What follows belongs to an exercise in optimizing a design on an open flow for small area and a short achievable clock period; a production flow would make more cautious choices.
In this exercise RTL edits were held to simulation tests only and were not proved equivalent to the original.
The flow treats the clock pin as an ideal source. Dropping or thinning the clock tree relies on that and would not hold on a real chip.
Power figures rest on the tool's default switching activity, not on a simulated workload.

Setup of build 81:
==> flow/design.v <==
module SPI_SLAVE (
    input  wire       CLK,
    input  wire       rst_n,
    input  wire       MOSI,
    input  wire       SS_n,
    input  wire       tx_valid,
    input  wire [2:0] ph,          
    input  wire       tx_bit,      
    output reg  [2:0] tx_pos,
    output reg        MISO,
    output reg  [9:0] rx_data,
    output reg        rx_valid
);
    localparam IDLE      = 3'b000;
    localparam CHK_CMD   = 3'b001;
    localparam WRITE     = 3'b010;
    localparam READ_ADDR = 3'b011;
    localparam READ_DATA = 3'b100;
    reg       read_flag;
    reg [3:0] ser_cnt;
    reg [2:0] CS;
    reg [2:0] NS;
    always @(posedge CLK, negedge rst_n) begin
        if (!rst_n) CS <= IDLE;
        else        CS <= NS;
    end
    always @(*) begin
        case (CS)
        IDLE      : NS = SS_n ? IDLE : CHK_CMD;
        CHK_CMD   : NS = SS_n ? IDLE : (!MOSI ? WRITE : (read_flag ? READ_DATA : READ_ADDR));
        WRITE     : NS = SS_n ? IDLE : WRITE;
        READ_ADDR : NS = SS_n ? IDLE : READ_ADDR;
        READ_DATA : NS = SS_n ? IDLE : READ_DATA;
        default   : NS = IDLE;
        endcase
    end
    always @(posedge CLK, negedge rst_n) begin
        if (!rst_n)                read_flag <= 1'b0;
        else if (CS == READ_ADDR)  read_flag <= 1'b1;
        else if (CS == READ_DATA)  read_flag <= 1'b0;
    end
    wire rx_rec_en = (CS == WRITE) || (CS == READ_ADDR) || (CS == READ_DATA && !tx_valid);
    wire tx_ser_en = (CS == READ_DATA) && tx_valid;
    wire tx_shift  = tx_ser_en && ser_cnt != 4'd8;
    wire cnt_inc   = (rx_rec_en && ser_cnt != 4'd10) || tx_shift;
    wire [3:0] cnt_next = cnt_inc ? ser_cnt + 1'b1 : 4'd0;
    always @(posedge CLK)
        rx_data <= {rx_data[8:0], MOSI};
    always @(posedge CLK, negedge rst_n) begin
        if (!rst_n) begin
            ser_cnt  <= 4'b0;
            rx_valid <= 1'b0;
            MISO     <= 1'b0;
        end
        else begin
            ser_cnt  <= cnt_next;
            rx_valid <= cnt_inc && ser_cnt == 4'd9;
            if (tx_shift) MISO <= tx_bit;
        end
    end
    always @(posedge CLK)
        tx_pos <= cnt_inc ? tx_pos : ph;
endmodule
module RAM (
    input  wire       CLK,
    input  wire       rst_n,
    input  wire [9:0] din,
    input  wire       rx_valid,
    input  wire [2:0] tx_pos,
    output reg  [2:0] ph,
    output reg        tx_valid,
    output wire       tx_bit
);
    integer r, p, j;
    always @(posedge CLK)
        case (ph)
        3'd0: ph <= 3'd1;
        3'd1: ph <= 3'd2;
        3'd2: ph <= 3'd3;
        3'd3: ph <= 3'd4;
        3'd4: ph <= 3'd5;
        3'd5: ph <= 3'd6;
        3'd6: ph <= 3'd7;
        3'd7: ph <= 3'd0;
        default: ph <= 3'd0;
        endcase
    reg [7:0]  address;
    reg [15:0] asel;
    always @(posedge CLK, negedge rst_n) begin
        if (!rst_n) begin
            address  <= 8'b0;
            asel     <= 16'b1;
            tx_valid <= 1'b0;
        end
        else if (rx_valid) begin
            if (!din[8]) begin
                address <= din[7:0];
                asel    <= 16'b1 << din[3:0];
            end
            tx_valid <= din[9] & din[8];
        end
    end
    reg [7:0]  wdata;
    reg [15:0] whi;
    reg [15:0] wlo;
    reg [2:0]  wcnt;
    reg        wbit;
    wire       wload = rx_valid && din[9:8] == 2'b01;
    always @(posedge CLK) begin
        if (wload) begin
            wdata <= din[7:0];
            whi   <= 16'b1 << address[7:4];
            wlo   <= asel;
            wcnt  <= 3'd0;
        end
        else begin
            if (wcnt == 3'd7) whi <= 16'b0;
            wcnt <= wcnt + 1'b1;
        end
    end
    wire [2:0] wpos = ~(ph + 3'd1);
    always @(posedge CLK)
        wbit <= wload ? din[wpos] : wdata[wpos];
    reg [2047:0] mem;
    always @(posedge CLK)
        for (r = 0; r < 256; r = r + 1) begin
            for (p = 1; p < 8; p = p + 1)
                mem[8*r+p] <= mem[8*r+p-1];
            mem[8*r] <= (whi[r/16] && wlo[r%16]) ? wbit : mem[8*r+7];
        end
    reg [15:0] m1;
    reg        b;
    always @(posedge CLK)
        for (r = 0; r < 16; r = r + 1) begin
            b = 1'b0;
            for (j = 0; j < 16; j = j + 1)
                b = b | (asel[j] & mem[8*(16*r + j)]);
            m1[r] <= b;
        end
    reg [7:0] S;
    always @(posedge CLK)
        S <= {S[6:2], m1[address[7:4]], S[0], S[7]};
    assign tx_bit = S[tx_pos];
endmodule
module SPI_Wrapper (
    input  wire CLK,
    input  wire rst_n,
    input  wire SS_n,
    input  wire MOSI,
    output wire MISO
);
    wire [9:0] rx_data;
    wire [2:0] tx_pos;
    wire [2:0] ph;
    wire       rx_valid;
    wire       tx_valid;
    wire       tx_bit;
    SPI_SLAVE SLAVE (
        .CLK(CLK),
        .rst_n(rst_n),
        .SS_n(SS_n),
        .MOSI(MOSI),
        .tx_valid(tx_valid),
        .ph(ph),
        .tx_bit(tx_bit),
        .tx_pos(tx_pos),
        .MISO(MISO),
        .rx_data(rx_data),
        .rx_valid(rx_valid)
    );
    RAM RAM (
        .CLK(CLK),
        .rst_n(rst_n),
        .din(rx_data),
        .rx_valid(rx_valid),
        .tx_pos(tx_pos),
        .ph(ph),
        .tx_valid(tx_valid),
        .tx_bit(tx_bit)
    );
endmodule
clock: 4.0 ns
lec_check: 0
abc_area: 1
cap_margin: 40
core_margin: 2
core_utilization: 55
place_density: 0.7
setup_slack_margin: 2.2
slew_margin: 40
standard.sh (not shown) runs the stock make flow with config.mk's settings and CLKGATE_MAP_FILE= SYNTH_SCRIPT=/design/flow/synth_recipe.tcl, a recipe that flattens the netlist after the stock synthesis.
==> flow/flow/run.sh <==
#!/bin/bash
# The standard layout, with the clock tree built by flow/cts_hook.tcl.
set -euo pipefail
W=$(pwd)
bash standard.sh PRE_CTS_TCL="$W/flow/cts_hook.tcl" finish > "$W/orfs_make.log" 2>&1
==> flow/flow/cts_hook.tcl <==
# Runs before ORFS's CTS step: builds a two-level clock tree (the clock port
# drives 4 buf_16, each driving a quarter of the leaf buffers, each leaf
# buffer a buf_12 driving a compact cluster of flip-flops), then stands in for
# clock_tree_synthesis so the rest of cts.tcl (legalisation, repair) runs as usual.
source [file join [file dirname [info script]] mytree.tcl]
set ::mytree_leafn 30
set ::mytree_nmid 4
set ::mytree_leaf_cell sky130_fd_sc_hd__buf_12
set ::mytree_mid_cell sky130_fd_sc_hd__buf_16
mytree_build

# The MISO port buffer: a plain buf_4, kept from later resizing (the resizer
# otherwise may pick one of the slow delay buffers of the same footprint).
set block [ord::get_db_block]
foreach it [[[$block findBTerm MISO] getNet] getITerms] {
  if {[$it isOutputSignal]} {
    set drv [$it getInst]
    replace_cell [$drv getName] sky130_fd_sc_hd__buf_4
    # replace_cell leaves the new cell's supply pins unconnected
    foreach {pin net} {VPWR VDD VPB VDD VGND VSS VNB VSS} {
      [$drv findITerm $pin] connect [$block findNet $net]
    }
    set_dont_touch [get_cells [$drv getName]]
    puts "MISO port buffer [$drv getName] set to buf_4"
  }
}

proc clock_tree_synthesis {args} {
  puts "clock_tree_synthesis: tree built by cts_hook.tcl"
  set_propagated_clock [all_clocks]
}
Other scripts of this flow, unchanged in this note and not shown: flow/flow/mytree.tcl
Modified inputs, build 10 compared to build 81
Settings: a change of SETUP_SLACK_MARGIN from 2.2 to 2.3; a deleted ABC_AREA that had been 1; a deleted PLACE_DENSITY that had been 0.7; a change of CORE_UTILIZATION from 55 to 40.
==> flow/flow/cts_hook.tcl <==
# Runs before ORFS's CTS step: builds a two-level clock tree (the clock port
# drives 4 buf_16, each driving a quarter of the leaf buffers, each leaf
# buffer a buf_12 driving a compact cluster of flip-flops), then stands in for
# clock_tree_synthesis so the rest of cts.tcl (legalisation, repair) runs as usual.
source [file join [file dirname [info script]] mytree.tcl]
set ::mytree_leafn 30
set ::mytree_nmid 4
set ::mytree_leaf_cell sky130_fd_sc_hd__buf_12
set ::mytree_mid_cell sky130_fd_sc_hd__buf_16
mytree_build
proc clock_tree_synthesis {args} {
  puts "clock_tree_synthesis: tree built by cts_hook.tcl"
  set_propagated_clock [all_clocks]
}
[summary]
Build 10 finished every stage and its layout cleared the timing, DRC and antenna checks. After synthesis and placement, the instance count of build 10 is above that of build 81. Of build 10 and build 81, the run reporting the higher mean area per synthesized cell was build 10. Power: build 10 vs build 81 — no meaningful difference.
#### Input delta (build 51 over build 10)
-- flow/flow/cts_hook.tcl --
<<< build 10, line 10
mytree_build
proc clock_tree_synthesis {args} {
>>> build 51, line 10
mytree_build

# The MISO port buffer: a plain buf_4, kept from later resizing (the resizer
# otherwise may pick one of the slow delay buffers of the same footprint).
set block [ord::get_db_block]
foreach it [[[$block findBTerm MISO] getNet] getITerms] {
  if {[$it isOutputSignal]} {
    set drv [$it getInst]
    replace_cell [$drv getName] sky130_fd_sc_hd__buf_4
    set_dont_touch [get_cells [$drv getName]]
    puts "MISO port buffer [$drv getName] set to buf_4"
  }
}

proc clock_tree_synthesis {args} {
Findings:
- For detailed-route via count, build 51 and build 10 come out practically identical.
- Higher routed metal-1 wirelength among build 10 and build 51: build 51
- Status: total power parity (build 51, build 10)
- Comparing build 10 with build 51, the utilization came out essentially unchanged.
- Changes observed in build 51 relative to build 10: routed wire length essentially unchanged; clock share of power now sits at about the same level.
- Final net count came out exactly the same in build 10 and build 51.
- Build 51 against build 10: global-route usage held steady; worst setup slack +88 ps.
- Final period utilization sits lower in build 51 than in build 10.
The inputs of build 59 differ from those of build 51 as listed below.
Settings: setting ABC_AREA to 1 for the first time; changing CORE_UTILIZATION from 40 to 65; changing SETUP_SLACK_MARGIN from 2.3 to 2.2; setting PLACE_DENSITY to 0.75 for the first time.
==> summary.txt <==
- Per the comparison of build 59 with build 51, clock skew lower; tightest hold margin higher; sequential cell count roughly the same.
- Compared to build 51, build 59 was floorplanned on a smaller die.
- Build 59 vs. build 51: height of the die went down by 22%; total number of vias went up 2,928; synthesized area lost 0.75%.
- In build 59, global-route usage is higher than in build 51.
- Any difference in total power between build 51 and build 59 is small enough to ignore.
- | setup slack | build 59 vs build 51 | 3.8 ps lower |
- Build 59: post-cts gate resize count is 12 lower than what build 51 reported.
In every run of this note, the design's own scripts or RTL, not TritonCTS, make the clock network.

Setup of v35:
Starts from the design.v that is shown in full above.
Settings: LEC_CHECK=0, ABC_AREA=1, CAP_MARGIN=40, CORE_MARGIN=2, CORE_UTILIZATION=65, PLACE_DENSITY=0.75, SETUP_SLACK_MARGIN=2.15, SLEW_MARGIN=40; clock period 4.0 ns.
==> flow/flow/cts_hook.tcl <==
# Runs before ORFS's CTS step: builds a two-level clock tree (the clock port
# drives 4 buf_16, each driving a quarter of the leaf buffers, each leaf
# buffer a buf_12 driving a compact cluster of flip-flops), then stands in for
# clock_tree_synthesis so the rest of cts.tcl (legalisation, repair) runs as usual.
source [file join [file dirname [info script]] mytree.tcl]
set ::mytree_leafn 30
set ::mytree_nmid 4
set ::mytree_leaf_cell sky130_fd_sc_hd__buf_12
set ::mytree_mid_cell sky130_fd_sc_hd__buf_16
mytree_build

# The MISO port buffer: a plain buf_4, kept from later resizing (the resizer
# otherwise may pick one of the slow delay buffers of the same footprint).
set block [ord::get_db_block]
foreach it [[[$block findBTerm MISO] getNet] getITerms] {
  if {[$it isOutputSignal]} {
    set drv [$it getInst]
    replace_cell [$drv getName] sky130_fd_sc_hd__buf_4
    set_dont_touch [get_cells [$drv getName]]
    puts "MISO port buffer [$drv getName] set to buf_4"
  }
}

proc clock_tree_synthesis {args} {
  puts "clock_tree_synthesis: tree built by cts_hook.tcl"
  set_propagated_clock [all_clocks]
}
Scripts as last shown in full above: flow/flow/run.sh
Other scripts of this flow, unchanged in this note and not shown: flow/flow/mytree.tcl
v35: full flow OK, the timing, DRC and antenna checks passed
--- input diff v35..v34 ---
-- flow/flow/cts_hook.tcl --
<<< v35, line 10
mytree_build

# The MISO port buffer: a plain buf_4, kept from later resizing (the resizer
# otherwise may pick one of the slow delay buffers of the same footprint).
set block [ord::get_db_block]
foreach it [[[$block findBTerm MISO] getNet] getITerms] {
  if {[$it isOutputSignal]} {
    set drv [$it getInst]
    replace_cell [$drv getName] sky130_fd_sc_hd__buf_4
    set_dont_touch [get_cells [$drv getName]]
    puts "MISO port buffer [$drv getName] set to buf_4"
  }
}

proc clock_tree_synthesis {args} {
>>> v34, line 10
mytree_build
proc clock_tree_synthesis {args} {
-- flow/config.mk --
<<< v35, line 12
export PLACE_DENSITY = 0.75
export SETUP_SLACK_MARGIN = 2.15
export SLEW_MARGIN = 40
>>> v34, line 12
export PLACE_DENSITY = 0.75
export SETUP_SLACK_MARGIN = 2.2
export SLEW_MARGIN = 40
Results
v34 finished all stages; the layout is clean. Between v35 and v34, the leakage power of the design does not differ in any meaningful way. Clock skew: v35 vs v34 — no meaningful difference. v34 does better than v35 on fmax. Any difference in global-route usage between v35 and v34 is small enough to ignore. The final design instance area without fill was comparable across v35 and v34. v35 and v34 ended up with roughly the same first-pass GRT wire length.
### v34 -> v46
-- flow/flow/cts_hook.tcl --
<<< v34, line 10
mytree_build
proc clock_tree_synthesis {args} {
>>> v46, line 10
mytree_build

# The MISO port buffer: a plain buf_4, kept from later resizing (the resizer
# otherwise may pick one of the slow delay buffers of the same footprint).
set block [ord::get_db_block]
foreach it [[[$block findBTerm MISO] getNet] getITerms] {
  if {[$it isOutputSignal]} {
    set drv [$it getInst]
    replace_cell [$drv getName] sky130_fd_sc_hd__buf_4
    # replace_cell leaves the new cell's supply pins unconnected
    foreach {pin net} {VPWR VDD VPB VDD VGND VSS VNB VSS} {
      [$drv findITerm $pin] connect [$block findNet $net]
    }
    set_dont_touch [get_cells [$drv getName]]
    puts "MISO port buffer [$drv getName] set to buf_4"
  }
}

proc clock_tree_synthesis {args} {
-- flow/config.mk --
<<< v34, line 10
export CORE_MARGIN = 2
export CORE_UTILIZATION = 65
export PLACE_DENSITY = 0.75
export SETUP_SLACK_MARGIN = 2.2
>>> v46, line 10
export CORE_MARGIN = 2
export CORE_UTILIZATION = 50
export PLACE_DENSITY = 0.65
export SETUP_SLACK_MARGIN = 2.2
==> comparison <==
- [compare] base=v34 new=v46: worst setup slack +0.011 ns, width of the chip went up by 14%, wire length per cell fell by 11%, final cycle utilization of the critical path lost 0.27 points.
- On setup slack at placement, v34 loses to v46.
- Max freq v34 -> v46: improved
- Type of the worst min-delay path = in -> async: v46; type of the worst min-delay path = reg -> reg: v34
Input-level comparison between v20 and v46:
-- flow/flow/cts_hook.tcl --
<<< v46, line 18
    replace_cell [$drv getName] sky130_fd_sc_hd__buf_4
    # replace_cell leaves the new cell's supply pins unconnected
    foreach {pin net} {VPWR VDD VPB VDD VGND VSS VNB VSS} {
      [$drv findITerm $pin] connect [$block findNet $net]
    }
    set_dont_touch [get_cells [$drv getName]]
>>> v20, line 18
    replace_cell [$drv getName] sky130_fd_sc_hd__buf_4
    set_dont_touch [get_cells [$drv getName]]
-- flow/config.mk --
<<< v46, line 10
export CORE_MARGIN = 2
export CORE_UTILIZATION = 50
export PLACE_DENSITY = 0.65
export SETUP_SLACK_MARGIN = 2.2
export SLEW_MARGIN = 40
>>> v20, line 10
export CORE_MARGIN = 2
export CORE_UTILIZATION = 65
export PLACE_DENSITY = 0.75
export SETUP_SLACK_MARGIN = 2.25
export SLEW_MARGIN = 40
--- outcome ---
- In summary, v20 completed successfully, with a layout that passed the timing, DRC and antenna checks.
- Between v46 and v20, final area decreased.
- On final cell count, the lower figure sits with v20, not v46.
- Maximum frequency, v20 and v46: smaller value in v20
- v20 against v46: net switching power shows no meaningful change; wire length shows an increase of 7.5%; die area shows a reduction of 0.023 mm2; net switching share of the total power shows no meaningful change.
- v20 vs. v46: net count after synthesis saw little to no change; final setup slack of the worst path saw a decrease.
Input-level comparison between v3 and v20:
-- flow/config.mk --
<<< v20, line 8
export ABC_AREA = 1
export CAP_MARGIN = 40
export CORE_MARGIN = 2
export CORE_UTILIZATION = 65
export PLACE_DENSITY = 0.75
export SETUP_SLACK_MARGIN = 2.25
export SLEW_MARGIN = 40
>>> v3, line 8
export ABC_AREA = 1
export CAP_MARGIN = 20
export CORE_MARGIN = 2
export CORE_UTILIZATION = 50
export PLACE_DENSITY = 0.65
export SETUP_SLACK_MARGIN = 2.2
export SLEW_MARGIN = 20
### Flow results
Worst min-delay path category = reg -> reg: v20; worst min-delay path category = in -> async: v3
Changes observed in v3 relative to v20: sum of routed wire length over all layers lower, final worst-path cycle share fell by 0.18 points, post-CTS setup buffer count picked up an extra 1.
v3 vs v20 — number of inverters outside the clock class in the layout dropped by a few percent
Per the comparison of v3 with v20, via count lower, register-to-register slack held, utilization after layout fell by 16 points.
Vertical die dimension went up by more than 10% going from v20 to v3.
No run of this note takes its clock network from TritonCTS; it comes from the design's own scripts or RTL.

## static timing again, ports no longer ideal
How much do the figures lean on ideal ports? The routed layouts below were timed once more, with nothing changed but the port constraints. Step 1 (the two cells are an assumption about what drives the block):
set clk [get_ports {CLK}]
set_driving_cell -lib_cell sky130_fd_sc_hd__clkbuf_16 $clk
set_driving_cell -lib_cell sky130_fd_sc_hd__buf_2 [delete_from_list [all_inputs] $clk]
Step 2, shift: input delay + t, output delay - t, t = (earliest + latest rising clock arrival at the registers) / 2. This alone moves slack from input paths to output paths. Three values: ideal, step 1, step 2; two values: the first two.
run | t (ns) | setup WS [ns] | worst register clock-pin slew, ns | cell pins on the clock port's net
build 81 | 0.627 | 2.176 / 2.018 / 2.275 | 0.12 / 0.12 | 4
build 10 | 0.635 | 2.094 / 1.933 / 2.139 | 0.12 / 0.12 | 4
build 51 | 0.635 | 2.183 / 2.021 / 2.133 | 0.12 / 0.12 | 4
build 59 | 0.623 | 2.179 / 2.020 / 2.214 | 0.11 / 0.11 | 4
v35 | 0.631 | 2.178 / 2.015 / 2.230 | 0.12 / 0.12 | 4
v34 | 0.627 | 2.188 / 2.029 / 2.227 | 0.12 / 0.12 | 4
v46 | 0.626 | 2.199 / 2.043 / 2.259 | 0.12 / 0.12 | 4
v20 | 0.630 | 2.181 / 2.018 / 2.272 | 0.11 / 0.11 | 4
v3 | 0.625 | 2.188 / 2.032 / 2.262 | 0.12 / 0.12 | 4
After both steps every run listed still meets setup and hold. For build 51, which loses most, drivers alone change the setup slack by -0.162 ns; drivers and shift together by -0.050 ns.
